Source: an optimization exercise on an open RTL-to-GDS flow (aim: small area). Production flows keep margins and buffers that such runs may drop.
The RTL was checked by simulation tests, not by an equivalence proof against the original design.

--- design.v ---
module prbs(
            clk,
            rst,
            enable,
            valid,
            bit_out
            );
    parameter SEED = 9'h0;
    output bit_out;
    input rst;
    input clk;
    input enable;
    input valid;
    reg [8:0] buffer;
    always @(posedge clk or negedge rst) begin
        if (!rst)
            buffer <= SEED;
        else if (enable & valid)
            buffer <= {buffer[0] ^ buffer[4], buffer[8:1]};
    end
    assign bit_out = buffer[0];
endmodule
module tx(
          clk,
          rst,
          enable,
          cs,
          started,
          tx_in,
          tx_out
          );
    input clk;
    input rst;
    input enable;
    input [1:0] cs;
    input started;
    input tx_in;
    output [7:0] tx_out;
    reg       pb;        
    reg [5:0] w;         
    always @(posedge clk or negedge rst) begin
        if (!rst) begin
            pb <= 1'b0;
            w <= 6'd0;
        end
        else if (enable) begin
            if (cs == 2'd3)
                pb <= tx_in;
            if (cs == 2'd0)
                w <= {w[4:0], pb};
        end
    end
    wire [1:0] c = cs - 2'd1;
    reg [7:0] sum;
    always @* begin
        case ({c, w})
            8'd0: sum = 8'hc2;
            8'd1: sum = 8'hc2;
            8'd2: sum = 8'hc6;
            8'd3: sum = 8'hc6;
            8'd4: sum = 8'hb4;
            8'd5: sum = 8'hb4;
            8'd6: sum = 8'hb8;
            8'd7: sum = 8'hb8;
            8'd8: sum = 8'h52;
            8'd9: sum = 8'h52;
            8'd10: sum = 8'h56;
            8'd11: sum = 8'h56;
            8'd12: sum = 8'h44;
            8'd13: sum = 8'h44;
            8'd14: sum = 8'h48;
            8'd15: sum = 8'h48;
            8'd16: sum = 8'hb4;
            8'd17: sum = 8'hb4;
            8'd18: sum = 8'hb8;
            8'd19: sum = 8'hb8;
            8'd20: sum = 8'ha6;
            8'd21: sum = 8'ha6;
            8'd22: sum = 8'haa;
            8'd23: sum = 8'haa;
            8'd24: sum = 8'h44;
            8'd25: sum = 8'h44;
            8'd26: sum = 8'h48;
            8'd27: sum = 8'h48;
            8'd28: sum = 8'h36;
            8'd29: sum = 8'h36;
            8'd30: sum = 8'h3a;
            8'd31: sum = 8'h3a;
            8'd32: sum = 8'hc6;
            8'd33: sum = 8'hc6;
            8'd34: sum = 8'hca;
            8'd35: sum = 8'hca;
            8'd36: sum = 8'hb8;
            8'd37: sum = 8'hb8;
            8'd38: sum = 8'hbc;
            8'd39: sum = 8'hbc;
            8'd40: sum = 8'h56;
            8'd41: sum = 8'h56;
            8'd42: sum = 8'h5a;
            8'd43: sum = 8'h5a;
            8'd44: sum = 8'h48;
            8'd45: sum = 8'h48;
            8'd46: sum = 8'h4c;
            8'd47: sum = 8'h4c;
            8'd48: sum = 8'hb8;
            8'd49: sum = 8'hb8;
            8'd50: sum = 8'hbc;
            8'd51: sum = 8'hbc;
            8'd52: sum = 8'haa;
            8'd53: sum = 8'haa;
            8'd54: sum = 8'hae;
            8'd55: sum = 8'hae;
            8'd56: sum = 8'h48;
            8'd57: sum = 8'h48;
            8'd58: sum = 8'h4c;
            8'd59: sum = 8'h4c;
            8'd60: sum = 8'h3a;
            8'd61: sum = 8'h3a;
            8'd62: sum = 8'h3e;
            8'd63: sum = 8'h3e;
            8'd64: sum = 8'hc5;
            8'd65: sum = 8'hc1;
            8'd66: sum = 8'hc5;
            8'd67: sum = 8'hc1;
            8'd68: sum = 8'hd9;
            8'd69: sum = 8'hd5;
            8'd70: sum = 8'hd9;
            8'd71: sum = 8'hd5;
            8'd72: sum = 8'h41;
            8'd73: sum = 8'h3d;
            8'd74: sum = 8'h41;
            8'd75: sum = 8'h3d;
            8'd76: sum = 8'h55;
            8'd77: sum = 8'h51;
            8'd78: sum = 8'h55;
            8'd79: sum = 8'h51;
            8'd80: sum = 8'haf;
            8'd81: sum = 8'hab;
            8'd82: sum = 8'haf;
            8'd83: sum = 8'hab;
            8'd84: sum = 8'hc3;
            8'd85: sum = 8'hbf;
            8'd86: sum = 8'hc3;
            8'd87: sum = 8'hbf;
            8'd88: sum = 8'h2b;
            8'd89: sum = 8'h27;
            8'd90: sum = 8'h2b;
            8'd91: sum = 8'h27;
            8'd92: sum = 8'h3f;
            8'd93: sum = 8'h3b;
            8'd94: sum = 8'h3f;
            8'd95: sum = 8'h3b;
            8'd96: sum = 8'hc5;
            8'd97: sum = 8'hc1;
            8'd98: sum = 8'hc5;
            8'd99: sum = 8'hc1;
            8'd100: sum = 8'hd9;
            8'd101: sum = 8'hd5;
            8'd102: sum = 8'hd9;
            8'd103: sum = 8'hd5;
            8'd104: sum = 8'h41;
            8'd105: sum = 8'h3d;
            8'd106: sum = 8'h41;
            8'd107: sum = 8'h3d;
            8'd108: sum = 8'h55;
            8'd109: sum = 8'h51;
            8'd110: sum = 8'h55;
            8'd111: sum = 8'h51;
            8'd112: sum = 8'haf;
            8'd113: sum = 8'hab;
            8'd114: sum = 8'haf;
            8'd115: sum = 8'hab;
            8'd116: sum = 8'hc3;
            8'd117: sum = 8'hbf;
            8'd118: sum = 8'hc3;
            8'd119: sum = 8'hbf;
            8'd120: sum = 8'h2b;
            8'd121: sum = 8'h27;
            8'd122: sum = 8'h2b;
            8'd123: sum = 8'h27;
            8'd124: sum = 8'h3f;
            8'd125: sum = 8'h3b;
            8'd126: sum = 8'h3f;
            8'd127: sum = 8'h3b;
            8'd128: sum = 8'hc2;
            8'd129: sum = 8'hc0;
            8'd130: sum = 8'hb8;
            8'd131: sum = 8'hb6;
            8'd132: sum = 8'h0c;
            8'd133: sum = 8'h0a;
            8'd134: sum = 8'h02;
            8'd135: sum = 8'h00;
            8'd136: sum = 8'h0c;
            8'd137: sum = 8'h0a;
            8'd138: sum = 8'h02;
            8'd139: sum = 8'h00;
            8'd140: sum = 8'h56;
            8'd141: sum = 8'h54;
            8'd142: sum = 8'h4c;
            8'd143: sum = 8'h4a;
            8'd144: sum = 8'hb8;
            8'd145: sum = 8'hb6;
            8'd146: sum = 8'hae;
            8'd147: sum = 8'hac;
            8'd148: sum = 8'h02;
            8'd149: sum = 8'h00;
            8'd150: sum = 8'hf8;
            8'd151: sum = 8'hf6;
            8'd152: sum = 8'h02;
            8'd153: sum = 8'h00;
            8'd154: sum = 8'hf8;
            8'd155: sum = 8'hf6;
            8'd156: sum = 8'h4c;
            8'd157: sum = 8'h4a;
            8'd158: sum = 8'h42;
            8'd159: sum = 8'h40;
            8'd160: sum = 8'hc0;
            8'd161: sum = 8'hbe;
            8'd162: sum = 8'hb6;
            8'd163: sum = 8'hb4;
            8'd164: sum = 8'h0a;
            8'd165: sum = 8'h08;
            8'd166: sum = 8'h00;
            8'd167: sum = 8'hfe;
            8'd168: sum = 8'h0a;
            8'd169: sum = 8'h08;
            8'd170: sum = 8'h00;
            8'd171: sum = 8'hfe;
            8'd172: sum = 8'h54;
            8'd173: sum = 8'h52;
            8'd174: sum = 8'h4a;
            8'd175: sum = 8'h48;
            8'd176: sum = 8'hb6;
            8'd177: sum = 8'hb4;
            8'd178: sum = 8'hac;
            8'd179: sum = 8'haa;
            8'd180: sum = 8'h00;
            8'd181: sum = 8'hfe;
            8'd182: sum = 8'hf6;
            8'd183: sum = 8'hf4;
            8'd184: sum = 8'h00;
            8'd185: sum = 8'hfe;
            8'd186: sum = 8'hf6;
            8'd187: sum = 8'hf4;
            8'd188: sum = 8'h4a;
            8'd189: sum = 8'h48;
            8'd190: sum = 8'h40;
            8'd191: sum = 8'h3e;
            8'd192: sum = 8'hc5;
            8'd193: sum = 8'hc5;
            8'd194: sum = 8'haf;
            8'd195: sum = 8'haf;
            8'd196: sum = 8'h41;
            8'd197: sum = 8'h41;
            8'd198: sum = 8'h2b;
            8'd199: sum = 8'h2b;
            8'd200: sum = 8'hd9;
            8'd201: sum = 8'hd9;
            8'd202: sum = 8'hc3;
            8'd203: sum = 8'hc3;
            8'd204: sum = 8'h55;
            8'd205: sum = 8'h55;
            8'd206: sum = 8'h3f;
            8'd207: sum = 8'h3f;
            8'd208: sum = 8'hc5;
            8'd209: sum = 8'hc5;
            8'd210: sum = 8'haf;
            8'd211: sum = 8'haf;
            8'd212: sum = 8'h41;
            8'd213: sum = 8'h41;
            8'd214: sum = 8'h2b;
            8'd215: sum = 8'h2b;
            8'd216: sum = 8'hd9;
            8'd217: sum = 8'hd9;
            8'd218: sum = 8'hc3;
            8'd219: sum = 8'hc3;
            8'd220: sum = 8'h55;
            8'd221: sum = 8'h55;
            8'd222: sum = 8'h3f;
            8'd223: sum = 8'h3f;
            8'd224: sum = 8'hc1;
            8'd225: sum = 8'hc1;
            8'd226: sum = 8'hab;
            8'd227: sum = 8'hab;
            8'd228: sum = 8'h3d;
            8'd229: sum = 8'h3d;
            8'd230: sum = 8'h27;
            8'd231: sum = 8'h27;
            8'd232: sum = 8'hd5;
            8'd233: sum = 8'hd5;
            8'd234: sum = 8'hbf;
            8'd235: sum = 8'hbf;
            8'd236: sum = 8'h51;
            8'd237: sum = 8'h51;
            8'd238: sum = 8'h3b;
            8'd239: sum = 8'h3b;
            8'd240: sum = 8'hc1;
            8'd241: sum = 8'hc1;
            8'd242: sum = 8'hab;
            8'd243: sum = 8'hab;
            8'd244: sum = 8'h3d;
            8'd245: sum = 8'h3d;
            8'd246: sum = 8'h27;
            8'd247: sum = 8'h27;
            8'd248: sum = 8'hd5;
            8'd249: sum = 8'hd5;
            8'd250: sum = 8'hbf;
            8'd251: sum = 8'hbf;
            8'd252: sum = 8'h51;
            8'd253: sum = 8'h51;
            8'd254: sum = 8'h3b;
            8'd255: sum = 8'h3b;
            default: sum = 8'h00;
        endcase
    end
    assign tx_out = started ? sum : 8'd0;
endmodule
module rx(
          clk,
          rst,
          enable,
          rx_in,
          sample,
          rx_out,
          rx_bit_out
          );
    input clk;
    input rst;
    input enable;
    input signed [7:0] rx_in;
    input sample;        
    output reg [7:0] rx_out;
    output reg rx_bit_out;
    reg [8*24-1:0] xl;
    wire [7:0] u0 = {~xl[7], xl[6:0]};
    wire [7:0] u1 = {~xl[15], xl[14:8]};
    wire [7:0] u2 = {~xl[23], xl[22:16]};
    wire [7:0] u3 = {~xl[31], xl[30:24]};
    wire [7:0] u4 = {~xl[39], xl[38:32]};
    wire [7:0] u5 = {~xl[47], xl[46:40]};
    wire [7:0] u6 = {~xl[55], xl[54:48]};
    wire [7:0] u7 = {~xl[63], xl[62:56]};
    wire [7:0] u8 = {~xl[71], xl[70:64]};
    wire [7:0] u9 = {~xl[79], xl[78:72]};
    wire [7:0] u10 = {~xl[87], xl[86:80]};
    wire [7:0] u11 = {~xl[95], xl[94:88]};
    wire [7:0] u12 = {~xl[103], xl[102:96]};
    wire [7:0] u13 = {~xl[111], xl[110:104]};
    wire [7:0] u14 = {~xl[119], xl[118:112]};
    wire [7:0] u15 = {~xl[127], xl[126:120]};
    wire [7:0] u16 = {~xl[135], xl[134:128]};
    wire [7:0] u17 = {~xl[143], xl[142:136]};
    wire [7:0] u18 = {~xl[151], xl[150:144]};
    wire [7:0] u19 = {~xl[159], xl[158:152]};
    wire [7:0] u20 = {~xl[167], xl[166:160]};
    wire [7:0] u21 = {~xl[175], xl[174:168]};
    wire [7:0] u22 = {~xl[183], xl[182:176]};
    wire [7:0] u23 = {~xl[191], xl[190:184]};
    wire [8:0] p6 = u6 + u18;
    wire [8:0] p7 = u7 + u17;
    wire [8:0] p8 = u8 + u16;
    wire [8:0] p9 = u9 + u15;
    wire [8:0] p10 = u10 + u14;
    wire [8:0] p11 = u11 + u13;
    wire s1, c2;
    rx_fa u_s1 (.a(1'b1), .b(~u22[0]), .c(~u2[0]), .s(s1), .co(c2));
    wire s3, c4;
    rx_fa u_s3 (.a(s1), .b(p10[0]), .c(p7[0]), .s(s3), .co(c4));
    wire s5, c6;
    rx_fa u_s5 (.a(p8[0]), .b(~p6[0]), .c(s3), .s(s5), .co(c6));
    wire s7, c8;
    rx_fa u_s7 (.a(u20[0]), .b(u4[0]), .c(~u1[0]), .s(s7), .co(c8));
    wire s9, c10;
    rx_fa u_s9 (.a(~u22[1]), .b(~u23[0]), .c(~u2[1]), .s(s9), .co(c10));
    wire s11, c12;
    rx_fa u_s11 (.a(c2), .b(s7), .c(s9), .s(s11), .co(c12));
    wire s13, c14;
    rx_fa u_s13 (.a(s11), .b(p10[1]), .c(p7[1]), .s(s13), .co(c14));
    wire s15, c16;
    rx_fa u_s15 (.a(p8[1]), .b(p9[0]), .c(~p11[0]), .s(s15), .co(c16));
    wire s17, c18;
    rx_fa u_s17 (.a(~p6[1]), .b(c4), .c(s13), .s(s17), .co(c18));
    wire s19, c20;
    rx_fa u_s19 (.a(s15), .b(c6), .c(s17), .s(s19), .co(c20));
    wire s21, c22;
    rx_fa u_s21 (.a(1'b1), .b(u20[1]), .c(u4[1]), .s(s21), .co(c22));
    wire s23, c24;
    rx_fa u_s23 (.a(~u1[1]), .b(~u22[2]), .c(~u23[1]), .s(s23), .co(c24));
    wire s25, c26;
    rx_fa u_s25 (.a(~u2[2]), .b(c10), .c(c8), .s(s25), .co(c26));
    wire s27, c28;
    rx_fa u_s27 (.a(s21), .b(s23), .c(c12), .s(s27), .co(c28));
    wire s29, c30;
    rx_fa u_s29 (.a(s25), .b(p10[0]), .c(p10[2]), .s(s29), .co(c30));
    wire s31, c32;
    rx_fa u_s31 (.a(p7[0]), .b(p7[2]), .c(p8[2]), .s(s31), .co(c32));
    wire s33, c34;
    rx_fa u_s33 (.a(p9[1]), .b(~p11[1]), .c(~p6[0]), .s(s33), .co(c34));
    wire s35, c36;
    rx_fa u_s35 (.a(~p6[2]), .b(s27), .c(c14), .s(s35), .co(c36));
    wire s37, c38;
    rx_fa u_s37 (.a(c16), .b(s29), .c(s31), .s(s37), .co(c38));
    wire s39, c40;
    rx_fa u_s39 (.a(s33), .b(c18), .c(s35), .s(s39), .co(c40));
    wire s41, c42;
    rx_fa u_s41 (.a(s37), .b(c20), .c(s39), .s(s41), .co(c42));
    wire s43, c44;
    rx_fa u_s43 (.a(u12[0]), .b(u20[2]), .c(u4[2]), .s(s43), .co(c44));
    wire s45, c46;
    rx_fa u_s45 (.a(~u1[2]), .b(~u22[3]), .c(~u23[2]), .s(s45), .co(c46));
    wire s47, c48;
    rx_fa u_s47 (.a(~u2[3]), .b(c22), .c(c24), .s(s47), .co(c48));
    wire s49, c50;
    rx_fa u_s49 (.a(s43), .b(s45), .c(c26), .s(s49), .co(c50));
    wire s51, c52;
    rx_fa u_s51 (.a(s47), .b(p10[1]), .c(p10[3]), .s(s51), .co(c52));
    wire s53, c54;
    rx_fa u_s53 (.a(p7[1]), .b(p7[3]), .c(p8[3]), .s(s53), .co(c54));
    wire s55, c56;
    rx_fa u_s55 (.a(p9[0]), .b(p9[2]), .c(~p11[2]), .s(s55), .co(c56));
    wire s57, c58;
    rx_fa u_s57 (.a(~p6[1]), .b(~p6[3]), .c(~p8[0]), .s(s57), .co(c58));
    wire s59, c60;
    rx_fa u_s59 (.a(c28), .b(s49), .c(c30), .s(s59), .co(c60));
    wire s61, c62;
    rx_fa u_s61 (.a(c32), .b(c34), .c(s51), .s(s61), .co(c62));
    wire s63, c64;
    rx_fa u_s63 (.a(s53), .b(s55), .c(s57), .s(s63), .co(c64));
    wire s65, c66;
    rx_fa u_s65 (.a(c36), .b(c38), .c(s59), .s(s65), .co(c66));
    wire s67, c68;
    rx_fa u_s67 (.a(s61), .b(s63), .c(c40), .s(s67), .co(c68));
    wire s69, c70;
    rx_fa u_s69 (.a(s65), .b(c42), .c(s67), .s(s69), .co(c70));
    wire s71, c72;
    rx_fa u_s71 (.a(u12[1]), .b(u20[3]), .c(u4[3]), .s(s71), .co(c72));
    wire s73, c74;
    rx_fa u_s73 (.a(~u1[3]), .b(~u22[4]), .c(~u23[3]), .s(s73), .co(c74));
    wire s75, c76;
    rx_fa u_s75 (.a(~u2[4]), .b(c44), .c(c46), .s(s75), .co(c76));
    wire s77, c78;
    rx_fa u_s77 (.a(s71), .b(s73), .c(c48), .s(s77), .co(c78));
    wire s79, c80;
    rx_fa u_s79 (.a(s75), .b(p10[2]), .c(p10[4]), .s(s79), .co(c80));
    wire s81, c82;
    rx_fa u_s81 (.a(p7[2]), .b(p7[4]), .c(p8[4]), .s(s81), .co(c82));
    wire s83, c84;
    rx_fa u_s83 (.a(p9[1]), .b(p9[3]), .c(~p11[3]), .s(s83), .co(c84));
    wire s85, c86;
    rx_fa u_s85 (.a(~p6[2]), .b(~p6[4]), .c(~p7[0]), .s(s85), .co(c86));
    wire s87, c88;
    rx_fa u_s87 (.a(~p8[1]), .b(c50), .c(s77), .s(s87), .co(c88));
    wire s89, c90;
    rx_fa u_s89 (.a(c52), .b(c54), .c(c56), .s(s89), .co(c90));
    wire s91, c92;
    rx_fa u_s91 (.a(c58), .b(s79), .c(s81), .s(s91), .co(c92));
    wire s93, c94;
    rx_fa u_s93 (.a(s83), .b(s85), .c(s87), .s(s93), .co(c94));
    wire s95, c96;
    rx_fa u_s95 (.a(c60), .b(c62), .c(c64), .s(s95), .co(c96));
    wire s97, c98;
    rx_fa u_s97 (.a(s89), .b(s91), .c(s93), .s(s97), .co(c98));
    wire s99, c100;
    rx_fa u_s99 (.a(c66), .b(s95), .c(s97), .s(s99), .co(c100));
    wire s101, c102;
    rx_fa u_s101 (.a(c68), .b(s99), .c(c70), .s(s101), .co(c102));
    wire s103, c104;
    rx_fa u_s103 (.a(1'b1), .b(u12[2]), .c(u20[4]), .s(s103), .co(c104));
    wire s105, c106;
    rx_fa u_s105 (.a(u4[4]), .b(~u1[4]), .c(~u22[5]), .s(s105), .co(c106));
    wire s107, c108;
    rx_fa u_s107 (.a(~u23[4]), .b(~u2[5]), .c(c72), .s(s107), .co(c108));
    wire s109, c110;
    rx_fa u_s109 (.a(c74), .b(s103), .c(s105), .s(s109), .co(c110));
    wire s111, c112;
    rx_fa u_s111 (.a(c76), .b(s107), .c(s109), .s(s111), .co(c112));
    wire s113, c114;
    rx_fa u_s113 (.a(p10[0]), .b(p10[3]), .c(p10[5]), .s(s113), .co(c114));
    wire s115, c116;
    rx_fa u_s115 (.a(p7[3]), .b(p7[5]), .c(p8[5]), .s(s115), .co(c116));
    wire s117, c118;
    rx_fa u_s117 (.a(p9[2]), .b(p9[4]), .c(~p11[4]), .s(s117), .co(c118));
    wire s119, c120;
    rx_fa u_s119 (.a(~p6[3]), .b(~p6[5]), .c(~p7[1]), .s(s119), .co(c120));
    wire s121, c122;
    rx_fa u_s121 (.a(~p8[2]), .b(c78), .c(s111), .s(s121), .co(c122));
    wire s123, c124;
    rx_fa u_s123 (.a(c80), .b(c82), .c(c84), .s(s123), .co(c124));
    wire s125, c126;
    rx_fa u_s125 (.a(c86), .b(s113), .c(s115), .s(s125), .co(c126));
    wire s127, c128;
    rx_fa u_s127 (.a(s117), .b(s119), .c(c88), .s(s127), .co(c128));
    wire s129, c130;
    rx_fa u_s129 (.a(s121), .b(c90), .c(c92), .s(s129), .co(c130));
    wire s131, c132;
    rx_fa u_s131 (.a(s123), .b(s125), .c(c94), .s(s131), .co(c132));
    wire s133, c134;
    rx_fa u_s133 (.a(s127), .b(c96), .c(s129), .s(s133), .co(c134));
    wire s135, c136;
    rx_fa u_s135 (.a(c98), .b(s131), .c(s133), .s(s135), .co(c136));
    wire s137, c138;
    rx_fa u_s137 (.a(c100), .b(s135), .c(c102), .s(s137), .co(c138));
    wire s139, c140;
    rx_fa u_s139 (.a(u12[0]), .b(u12[3]), .c(u20[5]), .s(s139), .co(c140));
    wire s141, c142;
    rx_fa u_s141 (.a(u4[5]), .b(~u1[5]), .c(~u22[6]), .s(s141), .co(c142));
    wire s143, c144;
    rx_fa u_s143 (.a(~u23[5]), .b(~u2[6]), .c(c104), .s(s143), .co(c144));
    wire s145, c146;
    rx_fa u_s145 (.a(c106), .b(s139), .c(s141), .s(s145), .co(c146));
    wire s147, c148;
    rx_fa u_s147 (.a(c108), .b(s143), .c(c110), .s(s147), .co(c148));
    wire s149, c150;
    rx_fa u_s149 (.a(s145), .b(p10[1]), .c(p10[4]), .s(s149), .co(c150));
    wire s151, c152;
    rx_fa u_s151 (.a(p10[6]), .b(p11[0]), .c(p7[4]), .s(s151), .co(c152));
    wire s153, c154;
    rx_fa u_s153 (.a(p7[6]), .b(p8[6]), .c(p9[3]), .s(s153), .co(c154));
    wire s155, c156;
    rx_fa u_s155 (.a(p9[5]), .b(~p11[5]), .c(~p6[4]), .s(s155), .co(c156));
    wire s157, c158;
    rx_fa u_s157 (.a(~p6[6]), .b(~p7[2]), .c(~p8[3]), .s(s157), .co(c158));
    wire s159, c160;
    rx_fa u_s159 (.a(c112), .b(s147), .c(c114), .s(s159), .co(c160));
    wire s161, c162;
    rx_fa u_s161 (.a(c116), .b(c118), .c(c120), .s(s161), .co(c162));
    wire s163, c164;
    rx_fa u_s163 (.a(s149), .b(s151), .c(s153), .s(s163), .co(c164));
    wire s165, c166;
    rx_fa u_s165 (.a(s155), .b(s157), .c(c122), .s(s165), .co(c166));
    wire s167, c168;
    rx_fa u_s167 (.a(c124), .b(c126), .c(s159), .s(s167), .co(c168));
    wire s169, c170;
    rx_fa u_s169 (.a(s161), .b(s163), .c(c128), .s(s169), .co(c170));
    wire s171, c172;
    rx_fa u_s171 (.a(s165), .b(c130), .c(s167), .s(s171), .co(c172));
    wire s173, c174;
    rx_fa u_s173 (.a(c132), .b(s169), .c(c134), .s(s173), .co(c174));
    wire s175, c176;
    rx_fa u_s175 (.a(s171), .b(c136), .c(s173), .s(s175), .co(c176));
    wire s177, c178;
    rx_fa u_s177 (.a(u12[1]), .b(u12[4]), .c(u20[6]), .s(s177), .co(c178));
    wire s179, c180;
    rx_fa u_s179 (.a(u4[6]), .b(~u1[6]), .c(~u22[7]), .s(s179), .co(c180));
    wire s181, c182;
    rx_fa u_s181 (.a(~u23[6]), .b(~u2[7]), .c(c140), .s(s181), .co(c182));
    wire s183, c184;
    rx_fa u_s183 (.a(c142), .b(s177), .c(s179), .s(s183), .co(c184));
    wire s185, c186;
    rx_fa u_s185 (.a(c144), .b(s181), .c(c146), .s(s185), .co(c186));
    wire s187, c188;
    rx_fa u_s187 (.a(s183), .b(p10[2]), .c(p10[5]), .s(s187), .co(c188));
    wire s189, c190;
    rx_fa u_s189 (.a(p10[7]), .b(p11[1]), .c(p7[5]), .s(s189), .co(c190));
    wire s191, c192;
    rx_fa u_s191 (.a(p7[7]), .b(p8[7]), .c(p9[4]), .s(s191), .co(c192));
    wire s193, c194;
    rx_fa u_s193 (.a(p9[6]), .b(~p11[6]), .c(~p6[5]), .s(s193), .co(c194));
    wire s195, c196;
    rx_fa u_s195 (.a(~p6[7]), .b(~p7[3]), .c(~p8[4]), .s(s195), .co(c196));
    wire s197, c198;
    rx_fa u_s197 (.a(c148), .b(s185), .c(c150), .s(s197), .co(c198));
    wire s199, c200;
    rx_fa u_s199 (.a(c152), .b(c154), .c(c156), .s(s199), .co(c200));
    wire s201, c202;
    rx_fa u_s201 (.a(c158), .b(s187), .c(s189), .s(s201), .co(c202));
    wire s203, c204;
    rx_fa u_s203 (.a(s191), .b(s193), .c(s195), .s(s203), .co(c204));
    wire s205, c206;
    rx_fa u_s205 (.a(c160), .b(c162), .c(c164), .s(s205), .co(c206));
    wire s207, c208;
    rx_fa u_s207 (.a(s197), .b(s199), .c(s201), .s(s207), .co(c208));
    wire s209, c210;
    rx_fa u_s209 (.a(s203), .b(c166), .c(c168), .s(s209), .co(c210));
    wire s211, c212;
    rx_fa u_s211 (.a(s205), .b(s207), .c(c170), .s(s211), .co(c212));
    wire s213, c214;
    rx_fa u_s213 (.a(c172), .b(s209), .c(s211), .s(s213), .co(c214));
    wire s215, c216;
    rx_fa u_s215 (.a(c174), .b(s213), .c(c176), .s(s215), .co(c216));
    wire s217, c218;
    rx_fa u_s217 (.a(1'b1), .b(u12[2]), .c(u12[5]), .s(s217), .co(c218));
    wire s219, c220;
    rx_fa u_s219 (.a(u20[7]), .b(u4[7]), .c(~u1[7]), .s(s219), .co(c220));
    wire s221, c222;
    rx_fa u_s221 (.a(~u23[7]), .b(c178), .c(c180), .s(s221), .co(c222));
    wire s223, c224;
    rx_fa u_s223 (.a(s217), .b(s219), .c(c182), .s(s223), .co(c224));
    wire s225, c226;
    rx_fa u_s225 (.a(c184), .b(s221), .c(p10[3]), .s(s225), .co(c226));
    wire s227, c228;
    rx_fa u_s227 (.a(p10[6]), .b(p10[8]), .c(p11[2]), .s(s227), .co(c228));
    wire s229, c230;
    rx_fa u_s229 (.a(p7[6]), .b(p7[8]), .c(p8[8]), .s(s229), .co(c230));
    wire s231, c232;
    rx_fa u_s231 (.a(p9[5]), .b(p9[7]), .c(~p11[7]), .s(s231), .co(c232));
    wire s233, c234;
    rx_fa u_s233 (.a(~p6[6]), .b(~p6[8]), .c(~p7[4]), .s(s233), .co(c234));
    wire s235, c236;
    rx_fa u_s235 (.a(~p8[5]), .b(s223), .c(c186), .s(s235), .co(c236));
    wire s237, c238;
    rx_fa u_s237 (.a(c188), .b(c190), .c(c192), .s(s237), .co(c238));
    wire s239, c240;
    rx_fa u_s239 (.a(c194), .b(c196), .c(s225), .s(s239), .co(c240));
    wire s241, c242;
    rx_fa u_s241 (.a(s227), .b(s229), .c(s231), .s(s241), .co(c242));
    wire s243, c244;
    rx_fa u_s243 (.a(s233), .b(s235), .c(c198), .s(s243), .co(c244));
    wire s245, c246;
    rx_fa u_s245 (.a(c200), .b(c202), .c(s237), .s(s245), .co(c246));
    wire s247, c248;
    rx_fa u_s247 (.a(c204), .b(s239), .c(s241), .s(s247), .co(c248));
    wire s249, c250;
    rx_fa u_s249 (.a(s243), .b(c206), .c(c208), .s(s249), .co(c250));
    wire s251, c252;
    rx_fa u_s251 (.a(s245), .b(s247), .c(c210), .s(s251), .co(c252));
    wire s253, c254;
    rx_fa u_s253 (.a(s249), .b(c212), .c(s251), .s(s253), .co(c254));
    wire s255, c256;
    rx_fa u_s255 (.a(c214), .b(s253), .c(c216), .s(s255), .co(c256));
    wire s257, c258;
    rx_fa u_s257 (.a(1'b1), .b(u12[3]), .c(u12[6]), .s(s257), .co(c258));
    wire s259, c260;
    rx_fa u_s259 (.a(c218), .b(c220), .c(s257), .s(s259), .co(c260));
    wire s261, c262;
    rx_fa u_s261 (.a(c222), .b(s259), .c(p10[4]), .s(s261), .co(c262));
    wire s263, c264;
    rx_fa u_s263 (.a(p10[7]), .b(p11[3]), .c(p7[7]), .s(s263), .co(c264));
    wire s265, c266;
    rx_fa u_s265 (.a(p9[6]), .b(p9[8]), .c(~p11[8]), .s(s265), .co(c266));
    wire s267, c268;
    rx_fa u_s267 (.a(~p6[7]), .b(~p7[5]), .c(~p8[6]), .s(s267), .co(c268));
    wire s269, c270;
    rx_fa u_s269 (.a(c224), .b(c226), .c(c228), .s(s269), .co(c270));
    wire s271, c272;
    rx_fa u_s271 (.a(c230), .b(c232), .c(c234), .s(s271), .co(c272));
    wire s273, c274;
    rx_fa u_s273 (.a(s261), .b(s263), .c(s265), .s(s273), .co(c274));
    wire s275, c276;
    rx_fa u_s275 (.a(s267), .b(c236), .c(c238), .s(s275), .co(c276));
    wire s277, c278;
    rx_fa u_s277 (.a(c240), .b(s269), .c(c242), .s(s277), .co(c278));
    wire s279, c280;
    rx_fa u_s279 (.a(s271), .b(s273), .c(c244), .s(s279), .co(c280));
    wire s281, c282;
    rx_fa u_s281 (.a(s275), .b(c246), .c(c248), .s(s281), .co(c282));
    wire s283, c284;
    rx_fa u_s283 (.a(s277), .b(s279), .c(c250), .s(s283), .co(c284));
    wire s285, c286;
    rx_fa u_s285 (.a(s281), .b(c252), .c(s283), .s(s285), .co(c286));
    wire s287, c288;
    rx_fa u_s287 (.a(c254), .b(s285), .c(c256), .s(s287), .co(c288));
    wire s289, c290;
    rx_fa u_s289 (.a(u12[4]), .b(u12[7]), .c(c258), .s(s289), .co(c290));
    wire s291, c292;
    rx_fa u_s291 (.a(c260), .b(s289), .c(p10[5]), .s(s291), .co(c292));
    wire s293, c294;
    rx_fa u_s293 (.a(p10[8]), .b(p11[4]), .c(p7[8]), .s(s293), .co(c294));
    wire s295, c296;
    rx_fa u_s295 (.a(p9[7]), .b(~p6[8]), .c(~p7[6]), .s(s295), .co(c296));
    wire s297, c298;
    rx_fa u_s297 (.a(~p8[7]), .b(c262), .c(c264), .s(s297), .co(c298));
    wire s299, c300;
    rx_fa u_s299 (.a(c266), .b(c268), .c(s291), .s(s299), .co(c300));
    wire s301, c302;
    rx_fa u_s301 (.a(s293), .b(s295), .c(c270), .s(s301), .co(c302));
    wire s303, c304;
    rx_fa u_s303 (.a(c272), .b(s297), .c(c274), .s(s303), .co(c304));
    wire s305, c306;
    rx_fa u_s305 (.a(s299), .b(c276), .c(s301), .s(s305), .co(c306));
    wire s307, c308;
    rx_fa u_s307 (.a(c278), .b(s303), .c(c280), .s(s307), .co(c308));
    wire s309, c310;
    rx_fa u_s309 (.a(s305), .b(c282), .c(s307), .s(s309), .co(c310));
    wire s311, c312;
    rx_fa u_s311 (.a(c284), .b(s309), .c(c286), .s(s311), .co(c312));
    wire s313, c314;
    rx_fa u_s313 (.a(u12[5]), .b(c290), .c(p10[6]), .s(s313), .co(c314));
    wire s315, c316;
    rx_fa u_s315 (.a(p11[5]), .b(p9[8]), .c(~p7[7]), .s(s315), .co(c316));
    wire s317, c318;
    rx_fa u_s317 (.a(~p8[8]), .b(c292), .c(c294), .s(s317), .co(c318));
    wire s319, c320;
    rx_fa u_s319 (.a(c296), .b(s313), .c(s315), .s(s319), .co(c320));
    wire s321, c322;
    rx_fa u_s321 (.a(c298), .b(c300), .c(s317), .s(s321), .co(c322));
    wire s323, c324;
    rx_fa u_s323 (.a(s319), .b(c302), .c(c304), .s(s323), .co(c324));
    wire s325, c326;
    rx_fa u_s325 (.a(s321), .b(c306), .c(s323), .s(s325), .co(c326));
    wire s327, c328;
    rx_fa u_s327 (.a(c308), .b(s325), .c(c310), .s(s327), .co(c328));
    wire s329, c330;
    rx_fa u_s329 (.a(u12[6]), .b(p10[7]), .c(p11[6]), .s(s329), .co(c330));
    wire s331, c332;
    rx_fa u_s331 (.a(~p7[8]), .b(c314), .c(c316), .s(s331), .co(c332));
    wire s333, c334;
    rx_fa u_s333 (.a(s329), .b(c318), .c(c320), .s(s333), .co(c334));
    wire s335, c336;
    rx_fa u_s335 (.a(s331), .b(c322), .c(s333), .s(s335), .co(c336));
    wire s337, c338;
    rx_fa u_s337 (.a(c324), .b(s335), .c(c326), .s(s337), .co(c338));
    wire s339, c340;
    rx_fa u_s339 (.a(u12[7]), .b(p10[8]), .c(p11[7]), .s(s339), .co(c340));
    wire s341, c342;
    rx_fa u_s341 (.a(c330), .b(s339), .c(c332), .s(s341), .co(c342));
    wire s343, c344;
    rx_fa u_s343 (.a(c334), .b(s341), .c(c336), .s(s343), .co(c344));
    wire s345, c346;
    rx_fa u_s345 (.a(1'b1), .b(p11[8]), .c(c340), .s(s345), .co(c346));
    wire s347, c348;
    rx_fa u_s347 (.a(s345), .b(c342), .c(c344), .s(s347), .co(c348));
    wire [15:0] ra = {c346, s347, c338, c328, c312, c288, s287, s255, s215, c138, s137, s101, s69, s41, s19, s5};
    wire [15:0] rb = {c348, 1'b0, s343, s337, s327, s311, 1'b0, 1'b0, 1'b0, s175, 1'b0, 1'b0, 1'b0, 1'b0, 1'b0, 1'b0};
    wire [15:0] s = ra + rb;
    wire sat = (s[15:14] != {2{s[15]}});
    wire [7:0] sat_out = sat ? (s[15] ? 8'h80 : 8'h7f) : s[14:7];
    always @(posedge clk or negedge rst) begin
        if (!rst) begin
            xl <= {8*24{1'b0}};
            rx_out <= 8'd0;
            rx_bit_out <= 1'b0;
        end
        else if (enable) begin
            xl <= {xl[8*23-1:0], rx_in};
            rx_out <= sat_out;
            if (sample)
                rx_bit_out <= ~s[15];
        end
    end
endmodule
module rx_fa(a, b, c, s, co);
    input a, b, c;
    output s, co;
    assign s = a ^ b ^ c;
    assign co = (a & b) | (a & c) | (b & c);
endmodule
module rx_ha(a, b, s, co);
    input a, b;
    output s, co;
    assign s = a ^ b;
    assign co = a & b;
endmodule
module ber(
           clk,
           rst,
           enable,
           valid,
           sx_r,
           dx_r,
           sx_i,
           dx_i,
           error_count_r,
           error_count_i,
           bit_count
           );
    parameter SEQ_LEN = 1022;
    parameter R = 32;                   
    localparam AW = $clog2(SEQ_LEN);    
    localparam RB = $clog2(R);          
    localparam CB = RB - 2;             
    localparam NC = 1 << CB;
    localparam NG = 1 << (AW - CB - RB);
    localparam NR = NG * NC;            
    input clk;
    input rst;
    input enable;
    input valid;
    input sx_r;
    input dx_r;
    input sx_i;
    input dx_i;
    output [63:0] error_count_r;
    output [63:0] error_count_i;
    output reg [63:0] bit_count;
    reg [AW-1:0] counter;
    reg [AW-1:0] shift;
    reg [AW-1:0] wl;
    reg [RB-1:0] t;         
    reg adapt;
    wire step = enable & valid;
    wire [63:0] bit_count_inc;
    ber_inc inc_bc (.q (bit_count), .inc (1'b1), .d (bit_count_inc));
    wire counter_full = (counter == SEQ_LEN);
    wire end_adapt = (shift == SEQ_LEN);
    wire adapt_next = adapt & ~end_adapt;
    wire [AW-1:0] shift_next = shift + (adapt & counter_full);
    wire [AW-1:0] wl_next = wl + 1'b1;
    always @(posedge clk or negedge rst) begin
        if (!rst)
            t <= {RB{1'b0}};
        else
            t <= t + 1'b1;
    end
    always @(posedge clk or negedge rst) begin
        if (!rst) begin
            counter <= {AW{1'b0}};
            shift <= {AW{1'b0}};
            wl <= {AW{1'b0}};
            adapt <= 1'b1;
            bit_count <= 64'd0;
        end
        else if (step) begin
            wl <= wl_next;
            if (adapt) begin
                if (!counter_full)
                    counter <= counter + 1'b1;
                else begin
                    counter <= {AW{1'b0}};
                    shift <= shift + 1'b1;
                end
                if (end_adapt)
                    adapt <= 1'b0;
            end
            else
                bit_count <= bit_count_inc;
        end
    end
    wire [AW-CB-1:0] blk0 = wl[AW-1:CB];
    wire [AW-CB-1:0] blk1 = wl[AW-1:CB] - 1'b1;
    wire pass0 = (blk0[RB-1:0] == ~t);
    wire pass1 = (blk1[RB-1:0] == ~t);
    wire [NR-1:0] we;
    genvar gg, cc_;
    generate
        for (gg = 0; gg < NG; gg = gg + 1) begin : g_we_g
            for (cc_ = 0; cc_ < NC; cc_ = cc_ + 1) begin : g_we_c
                wire older = (cc_ > wl[CB-1:0]);
                assign we[gg*NC + cc_] = older ? (pass1 & (blk1[AW-CB-1:RB] == gg))
                                               : (pass0 & (blk0[AW-CB-1:RB] == gg));
            end
        end
    endgenerate
    ber_lane #(.SEQ_LEN(SEQ_LEN), .R(R)) lane_r (
        .clk (clk), .rst (rst), .step (step), .t (t), .adapt (adapt),
        .shift (shift), .counter_full (counter_full), .end_adapt (end_adapt),
        .wl_next (wl_next), .adapt_next (adapt_next), .shift_next (shift_next),
        .wl (wl), .we (we), .sx (sx_r), .dx (dx_r), .error_count (error_count_r));
    ber_lane #(.SEQ_LEN(SEQ_LEN), .R(R)) lane_i (
        .clk (clk), .rst (rst), .step (step), .t (t), .adapt (adapt),
        .shift (shift), .counter_full (counter_full), .end_adapt (end_adapt),
        .wl_next (wl_next), .adapt_next (adapt_next), .shift_next (shift_next),
        .wl (wl), .we (we), .sx (sx_i), .dx (dx_i), .error_count (error_count_i));
endmodule
module ber_lane(
                clk,
                rst,
                step,
                t,
                adapt,
                shift,
                counter_full,
                end_adapt,
                wl_next,
                adapt_next,
                shift_next,
                wl,
                we,
                sx,
                dx,
                error_count
                );
    parameter SEQ_LEN = 1022;
    parameter R = 32;
    localparam AW = $clog2(SEQ_LEN);
    localparam RB = $clog2(R);
    localparam CB = RB - 2;
    localparam NC = 1 << CB;
    localparam NG = 1 << (AW - CB - RB);
    localparam NR = NG * NC;
    input clk;
    input rst;
    input step;
    input [RB-1:0] t;
    input adapt;
    input [AW-1:0] shift;
    input counter_full;
    input end_adapt;
    input [AW-1:0] wl_next;
    input adapt_next;
    input [AW-1:0] shift_next;
    input [AW-1:0] wl;
    input [NR-1:0] we;
    input sx;
    input dx;
    output reg [63:0] error_count;
    reg [R*NR-1:0] q;
    reg [NC-1:0] wd;
    reg rd;
    reg [AW-1:0] min_error_count;
    reg [AW-1:0] min_shift;
    integer i;
    always @(posedge clk) begin
        for (i = 0; i < NR; i = i + 1)
            q[R*i +: R] <= {q[R*i +: R-1], we[i] ? wd[i % NC] : q[R*i+R-1]};
    end
    wire [AW-1:0] s = adapt ? shift : min_shift;
    wire [AW-1:0] s_next = adapt_next ? shift_next : min_shift;
    reg [AW-1:0] a;
    always @(posedge clk) begin
        if (step)
            a <= wl_next - s_next;
    end
    wire [CB-1:0] ac = a[CB-1:0];
    wire [RB-1:0] am = a[CB+RB-1:CB];
    wire [AW-CB-RB-1:0] ag = a[AW-1:CB+RB];
    wire [RB-1:0] pos = am + t;                
    wire rpass = (pos[1:0] == 2'b11);          
    localparam NP = R / 4;
    wire [NR*NP-1:0] rq;
    genvar k, j;
    generate
        for (k = 0; k < NR; k = k + 1) begin : g_rq
            for (j = 0; j < NP; j = j + 1) begin : g_rqj
                assign rq[k*NP + j] = q[R*k + 4*j + 3];
            end
        end
    endgenerate
    wire rq_sel;
    ber_sel #(.N (NR*NP)) sel_rq (.d (rq), .s ({ag, ac, pos[RB-1:2]}), .y (rq_sel));
    always @(posedge clk) begin
        if (rpass)
            rd <= rq_sel;
    end
    wire bit_d = (s < NC) ? wd[wl[CB-1:0] - s[CB-1:0]] : (rpass ? rq_sel : rd);
    wire e = bit_d ^ dx;
    wire [AW-1:0] ec_lo = error_count[AW-1:0];
    wire clr = adapt & (counter_full | end_adapt);
    wire inc = e & ~(adapt & counter_full);
    wire [63:0] ec_inc;
    ber_inc inc_ec (.q (error_count), .inc (inc), .d (ec_inc));
    wire [AW-1:0] wn = wl + 1'b1;
    always @(posedge clk or negedge rst) begin
        if (!rst) begin
            error_count <= 64'd0;
            wd <= {NC{1'b0}};
            min_error_count <= {AW{1'b1}};
            min_shift <= {AW{1'b0}};
        end
        else if (step) begin
            wd[wn[CB-1:0]] <= sx;
            error_count[AW-1:0] <= clr ? {AW{1'b0}} : ec_inc[AW-1:0];
            error_count[63:AW] <= ec_inc[63:AW];
            if (adapt & counter_full & (ec_lo < min_error_count)) begin
                min_error_count <= ec_lo;
                min_shift <= shift;
            end
        end
    end
endmodule
module ber_inc(q, inc, d);
    input [63:0] q;
    input inc;
    output [63:0] d;
    wire [7:0] all1;      
    wire [8:0] below;     
    wire [64:0] c;
    assign below[0] = 1'b1;
    genvar b, i;
    generate
        for (b = 0; b < 8; b = b + 1) begin : g_blk
            assign all1[b] = &q[8*b +: 8];
            assign below[b+1] = below[b] & all1[b];
            assign c[8*b] = inc & below[b];
            for (i = 0; i < 8; i = i + 1) begin : g_bit
                assign d[8*b+i] = q[8*b+i] ^ c[8*b+i];
                if (i < 7) begin : g_c
                    assign c[8*b+i+1] = c[8*b+i] & q[8*b+i];
                end
            end
        end
    endgenerate
endmodule
module ber_sel(d, s, y);
    parameter N = 256;
    localparam SB = $clog2(N);
    input [N-1:0] d;
    input [SB-1:0] s;
    output y;
    generate
        if (N == 4) begin : g_leaf
            ber_mux4 m (.d (d), .s (s), .y (y));
        end
        else begin : g_node
            wire [3:0] part;
            genvar i;
            for (i = 0; i < 4; i = i + 1) begin : g_part
                ber_sel #(.N (N / 4)) sub (.d (d[i*(N/4) +: N/4]), .s (s[SB-3:0]), .y (part[i]));
            end
            ber_mux4 m (.d (part), .s (s[SB-1:SB-2]), .y (y));
        end
    endgenerate
endmodule
module ber_mux4(d, s, y);
    input [3:0] d;
    input [1:0] s;
    output y;
    assign y = s[1] ? (s[0] ? d[3] : d[2]) : (s[0] ? d[1] : d[0]);
endmodule
module dsp(
           rst,
           clk,
           i_enable_tx,
           i_enable_rx,
           i_enable_ber,
           i_phase,
           o_error_count_r,
           o_error_count_i,
           o_bit_count_r,
           o_bit_count_i,
           o_tx,
           o_rx,
           o_led
           );
    input rst;
    input clk;
    input i_enable_tx;
    input i_enable_rx;
    input i_enable_ber;
    input [1:0] i_phase;
    output [63:0] o_error_count_r;
    output [63:0] o_error_count_i;
    output [63:0] o_bit_count_r;
    output [63:0] o_bit_count_i;
    output [15:0] o_tx;
    output [15:0] o_rx;
    output [3:0] o_led;
    wire prbs_out_r;
    wire [7:0] tx_out_r;
    wire [7:0] rx_out_r;
    wire rx_bit_out_r;
    wire prbs_out_i;
    wire [7:0] tx_out_i;
    wire [7:0] rx_out_i;
    wire rx_bit_out_i;
    wire [63:0] bit_count;
    reg [1:0] clk_counter;
    reg [1:0] phase;
    reg ber_rst;
    reg enable_tx;
    reg enable_rx;
    reg [1:0] tx_cs;        
    reg tx_started;         
    reg [1:0] rx_cc;        
    wire valid = (clk_counter == 2'd1);
    assign o_led[0] = enable_tx;
    assign o_led[1] = enable_rx;
    assign o_led[2] = 1'b0;
    assign o_led[3] = ~((|o_error_count_r) | (|o_error_count_i));
    assign o_tx = {tx_out_r, tx_out_i};
    assign o_rx = {rx_out_r, rx_out_i};
    assign o_bit_count_r = bit_count;
    assign o_bit_count_i = bit_count;
    always @(posedge clk or negedge rst) begin
        if (!rst) begin
            clk_counter <= 2'd0;
            phase <= 2'd0;
            ber_rst <= 1'b0;
            enable_tx <= 1'b0;
            enable_rx <= 1'b0;
            tx_cs <= 2'd0;
            tx_started <= 1'b0;
            rx_cc <= 2'd0;
        end
        else begin
            clk_counter <= clk_counter + 2'd1;
            phase <= i_phase;
            enable_tx <= i_enable_tx;
            enable_rx <= i_enable_rx;
            ber_rst <= !((i_phase != phase) || (!enable_rx && i_enable_rx));
            if (enable_tx) begin
                tx_cs <= tx_cs + 2'd1;
                tx_started <= 1'b1;
            end
            if (enable_rx)
                rx_cc <= rx_cc + 2'd1;
        end
    end
    prbs #(.SEED (9'h1AA)) prbs_r (
        .clk (clk), .rst (rst), .enable (enable_tx), .valid (valid),
        .bit_out (prbs_out_r));
    prbs #(.SEED (9'h1FE)) prbs_i (
        .clk (clk), .rst (rst), .enable (enable_tx), .valid (valid),
        .bit_out (prbs_out_i));
    tx tx_r (
        .clk (clk), .rst (rst), .enable (enable_tx), .cs (tx_cs), .started (tx_started), .tx_in (prbs_out_r),
        .tx_out (tx_out_r));
    tx tx_i (
        .clk (clk), .rst (rst), .enable (enable_tx), .cs (tx_cs), .started (tx_started), .tx_in (prbs_out_i),
        .tx_out (tx_out_i));
    rx rx_r (
        .clk (clk), .rst (rst), .enable (enable_rx), .rx_in (tx_out_r),
        .sample (rx_cc == phase), .rx_out (rx_out_r), .rx_bit_out (rx_bit_out_r));
    rx rx_i (
        .clk (clk), .rst (rst), .enable (enable_rx), .rx_in (tx_out_i),
        .sample (rx_cc == phase), .rx_out (rx_out_i), .rx_bit_out (rx_bit_out_i));
    ber ber0 (
        .clk (clk), .rst (ber_rst), .enable (i_enable_ber), .valid (valid),
        .sx_r (prbs_out_r), .dx_r (rx_bit_out_r),
        .sx_i (prbs_out_i), .dx_i (rx_bit_out_i),
        .error_count_r (o_error_count_r), .error_count_i (o_error_count_i),
        .bit_count (bit_count));
endmodule
--- run.sh ---
#!/bin/bash
# synth_recipe.tcl (not shown) runs the flow's synth.tcl, then flattens the netlist and writes it again
# the make line also repeats each setting of config.mk as NAME=value (left out here)
make -C /OpenROAD-flow-scripts/flow DESIGN_CONFIG=/design/flow/config.mk WORK_HOME=/design/flow/orfs CLKGATE_MAP_FILE= SYNTH_SCRIPT=/design/flow/synth_recipe.tcl finish
--- config.mk ---
export PLATFORM = sky130hd
export DESIGN_NAME = dsp
export DESIGN_NICKNAME = dsp
export VERILOG_FILES = /design/flow/design.v
export SDC_FILE = /design/flow/constraint.sdc
export NUM_CORES = 4
export LEC_CHECK = 0
export CAP_MARGIN = 20
export CORE_MARGIN = 2
export CORE_UTILIZATION = 55
export SLEW_MARGIN = 20
export SYNTH_HIERARCHICAL = 1
--- constraint.sdc ---
create_clock -name core_clock -period 8.0 [get_ports {clk}]
set_input_delay 1.6000 -clock core_clock [delete_from_list [all_inputs] [get_ports {clk}]]
set_output_delay 1.6000 -clock core_clock [all_outputs]
set_load 0.01 [all_outputs]
==> impl_metrics.xml <==
<?xml version="1.0" encoding="UTF-8"?>
<metrics>
  <group name="synth">
    <metric name="synth_top_cell_by_area" unit="">sky130_fd_sc_hd__dfxtp_1</metric>
    <metric name="synth-edff-count" unit="">20</metric>
    <metric name="asyncSetResetFlopFracSynth" unit="%">26.1</metric>
    <metric name="synth-main-ff-cell" unit="">sky130_fd_sc_hd__dfxtp_1</metric>
    <metric name="synth_cell_types" unit="">91</metric>
    <metric name="synth.top_cells.by_area" unit="">sky130_fd_sc_hd__dfxtp_1 (43%), sky130_fd_sc_hd__dfrtp_1 (18%), sky130_fd_sc_hd__fa_1 (7.6%)</metric>
    <metric name="syn-mean-instance-area" unit="µm²">14.5</metric>
    <metric name="synth_area" unit="mm²">0.0964</metric>
    <metric name="yosys.area.top_type_share" unit="%">42.6</metric>
    <metric name="synth_warnings" unit="">13</metric>
    <metric name="ys_seq_elements" unit="">2800</metric>
    <metric name="synthesis.instances" unit="">6625</metric>
    <metric name="ys_seq_area_share" unit="%">62.2</metric>
  </group>
  <group name="placed_design">
    <metric name="place.detailed.hpwl" unit="µm">133000</metric>
    <metric name="place.detailed.instances" unit="">9054</metric>
    <metric name="detailed_place.area" unit="mm²">0.102</metric>
    <metric name="io_buffers" unit="">297</metric>
    <metric name="placer_congestion_estimate" unit="">0.882</metric>
  </group>
  <group name="sta">
    <metric name="final_hold_viol_count" unit="">0</metric>
    <metric name="layout_min_cycle_time" unit="ps">7540</metric>
    <metric name="finClkSkew" unit="ps">73.1</metric>
    <metric name="max_clk_rate" unit="MHz">133</metric>
    <metric name="fin_setup_tns" unit="ps">0</metric>
    <metric name="slew-limit-headroom" unit="%">24.6</metric>
    <metric name="final.period_utilization" unit="%">94.3</metric>
    <metric name="slew_violations" unit="">0</metric>
    <metric name="rsz0062_at_grt" unit="">false</metric>
    <metric name="number_of_endpoints_failing_setup_at_the_final_stage" unit="">0</metric>
    <metric name="slew_of_the_pin_with_the_lowest_slew_margin" unit="ps">1130</metric>
  </group>
  <group name="detailed_routing">
    <metric name="vias" unit="">49960</metric>
    <metric name="drt_wl_total" unit="µm">193000</metric>
    <metric name="firstDrtPassIters" unit="">5</metric>
    <metric name="dr.first_iter.drc_count" unit="">2828</metric>
    <metric name="wl_per_cell" unit="µm">20.2</metric>
    <metric name="route.antenna.remaining_nets" unit="">0</metric>
    <metric name="via_count_normalized_by_instance_count" unit="">5.24</metric>
    <metric name="remaining_drc_errors" unit="">0</metric>
  </group>
  <group name="setup_path">
    <metric name="arrival" unit="ps">8250</metric>
    <metric name="timing_worst_setup_path_type" unit="">reg -&gt; reg</metric>
    <metric name="critical_path_peak_fanout" unit="">7</metric>
    <metric name="endpoint_class_of_the_critical_path" unit="">register</metric>
    <metric name="start_kind" unit="">register</metric>
    <metric name="cp_data_required_time" unit="ps">8710</metric>
  </group>
  <group name="clocking">
    <metric name="tritoncts" unit="">built</metric>
    <metric name="num_cts_buffers" unit="">287</metric>
    <metric name="clock_tree.htree_level_count" unit="">5</metric>
    <metric name="clock_latency" unit="ps">920</metric>
    <metric name="cts_max_path_buffers" unit="">4</metric>
    <metric name="cts_setup_buffers" unit="">0</metric>
    <metric name="cts_root_buf" unit="">sky130_fd_sc_hd__clkbuf_16</metric>
    <metric name="clk_sink_count" unit="">2800</metric>
    <metric name="path_clk_slew" unit="ps">60</metric>
  </group>
  <group name="floorplanning">
    <metric name="floorplan.core_area" unit="mm²">0.174</metric>
    <metric name="die-height" unit="µm">423</metric>
    <metric name="ioPinCount" unit="">299</metric>
    <metric name="die-area" unit="mm²">0.179</metric>
    <metric name="initial_utilization" unit="%">55.4</metric>
    <metric name="placement_rows" unit="">153</metric>
    <metric name="die_x" unit="µm">423</metric>
  </group>
  <group name="layout">
    <metric name="layout.filler_cells" unit="">13102</metric>
    <metric name="layout.cell_area.non_filler" unit="mm²">0.111</metric>
    <metric name="area_growth_syn_to_layout" unit="%">15.0</metric>
    <metric name="drive_gt1_share" unit="%">17.9</metric>
    <metric name="finalNonFillerCells" unit="">9541</metric>
    <metric name="final_common_cell" unit="">sky130_fd_sc_hd__dfxtp_1</metric>
    <metric name="post_layout_net_count" unit="">7795</metric>
    <metric name="top_library_cells_by_usage_in_the_layout_fill_and_taps_aside" unit="">sky130_fd_sc_hd__dfxtp_1 (2050), sky130_fd_sc_hd__dfrtp_1 (694), sky130_fd_sc_hd__mux2_2 (525)</metric>
  </group>
  <group name="min_path">
    <metric name="min-delay-path-class" unit="">reg -&gt; async</metric>
  </group>
  <group name="status">
    <metric name="run_status" unit="">timing/DRC/antenna clean</metric>
  </group>
  <group name="global_routing">
    <metric name="grt_first_pass_wirelength" unit="µm">306000</metric>
    <metric name="grt_use_total" unit="%">22.1</metric>
    <metric name="globalRouteOverflowTotal" unit="">0</metric>
    <metric name="grt_start_max_net_pins" unit="">202</metric>
    <metric name="first_global_vias" unit="">52283</metric>
    <metric name="grt_antenna_before_repair" unit="">4</metric>
  </group>
  <group name="job">
    <metric name="max_cap_viol_count" unit="">0</metric>
  </group>
</metrics>
==> flip-flops by register name (all words and copies together), names as in the netlist, 8 cells and up <==
signal / cells
rx_r.rx_out: 8
ber0.counter: 10
ber0.lane_r.error_count: 64
ber0.lane_r.q: 1024
ber0.wl: 10
ber0.lane_r.wd: 8
ber0.lane_i.q: 1024
ber0.lane_i.a: 10
ber0.lane_i.min_shift: 10
ber0.shift: 10
ber0.lane_r.min_error_count: 10
rx_i.xl: 192
prbs_i.buffer: 9
rx_i.rx_out: 8
ber0.lane_i.min_error_count: 10
ber0.bit_count: 64
prbs_r.buffer: 9
ber0.lane_r.a: 10
ber0.lane_i.wd: 8
ber0.lane_i.error_count: 64
rx_r.xl: 192
ber0.lane_r.min_shift: 10
==> logic make-up (layout without fill, tap and decap cells) <==
| logic type | count (synthesis) | count (layout) | synth area share (%) |
|---|---|---|---|
| buffers and inverters | 509 | 1087 | 2.40 |
| DFF | 2800 | 2800 | 62.2 |
| adders and majority gates | 767 | 767 | 12.8 |
| xor gates and xnor gates | 227 | 227 | 2.10 |
| and+or+nand+nor | 901 | 901 | 4.91 |
| AOI/OAI and AO/OA | 608 | 608 | 4.08 |
| muxes | 809 | 809 | 11.5 |
| other | 4 | 17 | 0.0156 |
==> synth_stat cells (20+ instances only) <==
master and number:
sky130_fd_sc_hd__dfrtp_1 696, sky130_fd_sc_hd__a21o_1 64, sky130_fd_sc_hd__dfstp_2 34, sky130_fd_sc_hd__and3_1 25
sky130_fd_sc_hd__ha_1 401, sky130_fd_sc_hd__mux2_1 34, sky130_fd_sc_hd__nor3_1 28, sky130_fd_sc_hd__fa_1 366
sky130_fd_sc_hd__nor4_1 46, sky130_fd_sc_hd__inv_1 245, sky130_fd_sc_hd__buf_4 69, sky130_fd_sc_hd__buf_1 32
sky130_fd_sc_hd__o311a_1 20, sky130_fd_sc_hd__o21ai_0 204, sky130_fd_sc_hd__clkbuf_1 75, sky130_fd_sc_hd__a21oi_1 110
sky130_fd_sc_hd__xnor2_1 110, sky130_fd_sc_hd__nor2b_1 26, sky130_fd_sc_hd__nand2_1 305, sky130_fd_sc_hd__o2111ai_1 44
sky130_fd_sc_hd__xor2_1 115, sky130_fd_sc_hd__buf_2 75, sky130_fd_sc_hd__mux4_2 174, sky130_fd_sc_hd__mux2_2 525
sky130_fd_sc_hd__mux2i_1 70, sky130_fd_sc_hd__nor2_1 103, sky130_fd_sc_hd__nand4_1 100, sky130_fd_sc_hd__dfxtp_1 2050
sky130_fd_sc_hd__nand2b_1 31, sky130_fd_sc_hd__nand3_1 142, sky130_fd_sc_hd__edfxtp_1 20
==> layout make-up <==
type	instances	area (µm²)	area share (%)
antenna	2	5.00	0.00452
clock buffer	419	8480	7.66
clock inverter	63	623	0.563
inverter	252	951	0.858
multi-input combinational	3327	34300	30.9
sequential	2800	60000	54.1
tap	2325	2910	2.63
timing repair buffer	353	3580	3.24
==> metrics by stage <==
step | setup WS [ps] | hold slack, ps | utilization (%)
final | 458 | 256 | 63.7
after global routing | 8.40 | 258 | 63.7
after CTS | 361 | 252 | 63.6
after detailed placement | 421 | 312 | 58.4
after global placement | 553 | 310 | 58.4
after floorplan | 6.74 | 310 | -
==> critical path, stage by stage (launching register included) <==
cell and delay (ps):
sky130_fd_sc_hd__dfrtp_1 400, sky130_fd_sc_hd__ha_1 230, sky130_fd_sc_hd__fa_1 410, sky130_fd_sc_hd__a21o_1 220
sky130_fd_sc_hd__a21oi_1 230, sky130_fd_sc_hd__o21ai_0 100, sky130_fd_sc_hd__a21oi_1 270, sky130_fd_sc_hd__xnor2_1 210
sky130_fd_sc_hd__fa_1 470, sky130_fd_sc_hd__fa_1 570, sky130_fd_sc_hd__fa_1 470, sky130_fd_sc_hd__fa_1 580
sky130_fd_sc_hd__fa_1 450, sky130_fd_sc_hd__fa_1 430, sky130_fd_sc_hd__fa_1 390, sky130_fd_sc_hd__fa_1 380
sky130_fd_sc_hd__ha_1 230, sky130_fd_sc_hd__a21oi_2 180, sky130_fd_sc_hd__nor3b_4 260, sky130_fd_sc_hd__a21o_4 190
sky130_fd_sc_hd__o31ai_2 80, sky130_fd_sc_hd__a311oi_4 460, sky130_fd_sc_hd__o22ai_1 170
==> routing by layer <==
layer	vias to the layer above	share of wire (%)	track usage, %
met5	-	0	0
met4	0	2.3	6.27
met3	294	5.3	4.82
met2	1045	43	32.3
met1	24972	49	33.1
li1	23649	-	-
==> final timing paths <==
| check | start | endpoint | slack (ps) | depth (start not counted) |
|---|---|---|---|---|
| hold reg to reg | ber_rst | ber0.lane_r.wd[4] | 260 | 0 |
| setup / recovery | rx_r.xl[56] | rx_r.rx_out[5] | 460 | 22 |
| hold / removal | ber_rst | ber0.lane_r.wd[4] | 260 | 0 |
| setup reg to reg | rx_r.xl[56] | rx_r.rx_out[5] | 460 | 22 |
| max in group asynchronous | rst | rx_i.xl[111] | 5770 | 3 |
| min in group core_clock | ber0.lane_i.q[633] | ber0.lane_i.q[634] | 260 | 0 |
==> per-module statistics from Yosys, one instance, submodules excluded, excerpt <==
module,cells inside,flops+latches
rx,809,201
ber,410,100
tx,227,7
dsp,141,12
ber_inc,94,0
ber_mux4,1,0
rx_fa,1,0
==> timing repair <==
| action | CTS | global route |
|---|---|---|
| hold endpoints to repair | 0 | 0 |
| hold buffers | 0 | 0 |
| gates resized for setup | 0 | 1 |
| endpoints found under the setup margin | 0 | 7 |

-- static timing again, ports no longer ideal --
In the flow no input, the clock included, has a driving cell. The finished layout below was timed again as built, in two steps.
Step 1, drivers: a clkbuf_16 drives clk and a buf_2 each remaining input, both assumed.
Step 2, shift: input delay + t, output delay - t, t = (earliest + latest rising clock arrival at the registers) / 2. This alone moves slack from input paths to output paths.
Three values: ideal, step 1, step 2; two values: the first two.
t, ns: 0.960
slack for setup (ns): 0.458 / 0.458 / 0.458
worst hold slack (ns): 0.256 / 0.256 / 0.256
worst setup path after step 2: register to register
latest minus earliest clock arrival (ns): 0.105 / 0.105
After both steps this run still meets setup and hold. For this run, drivers alone change the setup slack by 0.000 ns; drivers and shift together by 0.000 ns.
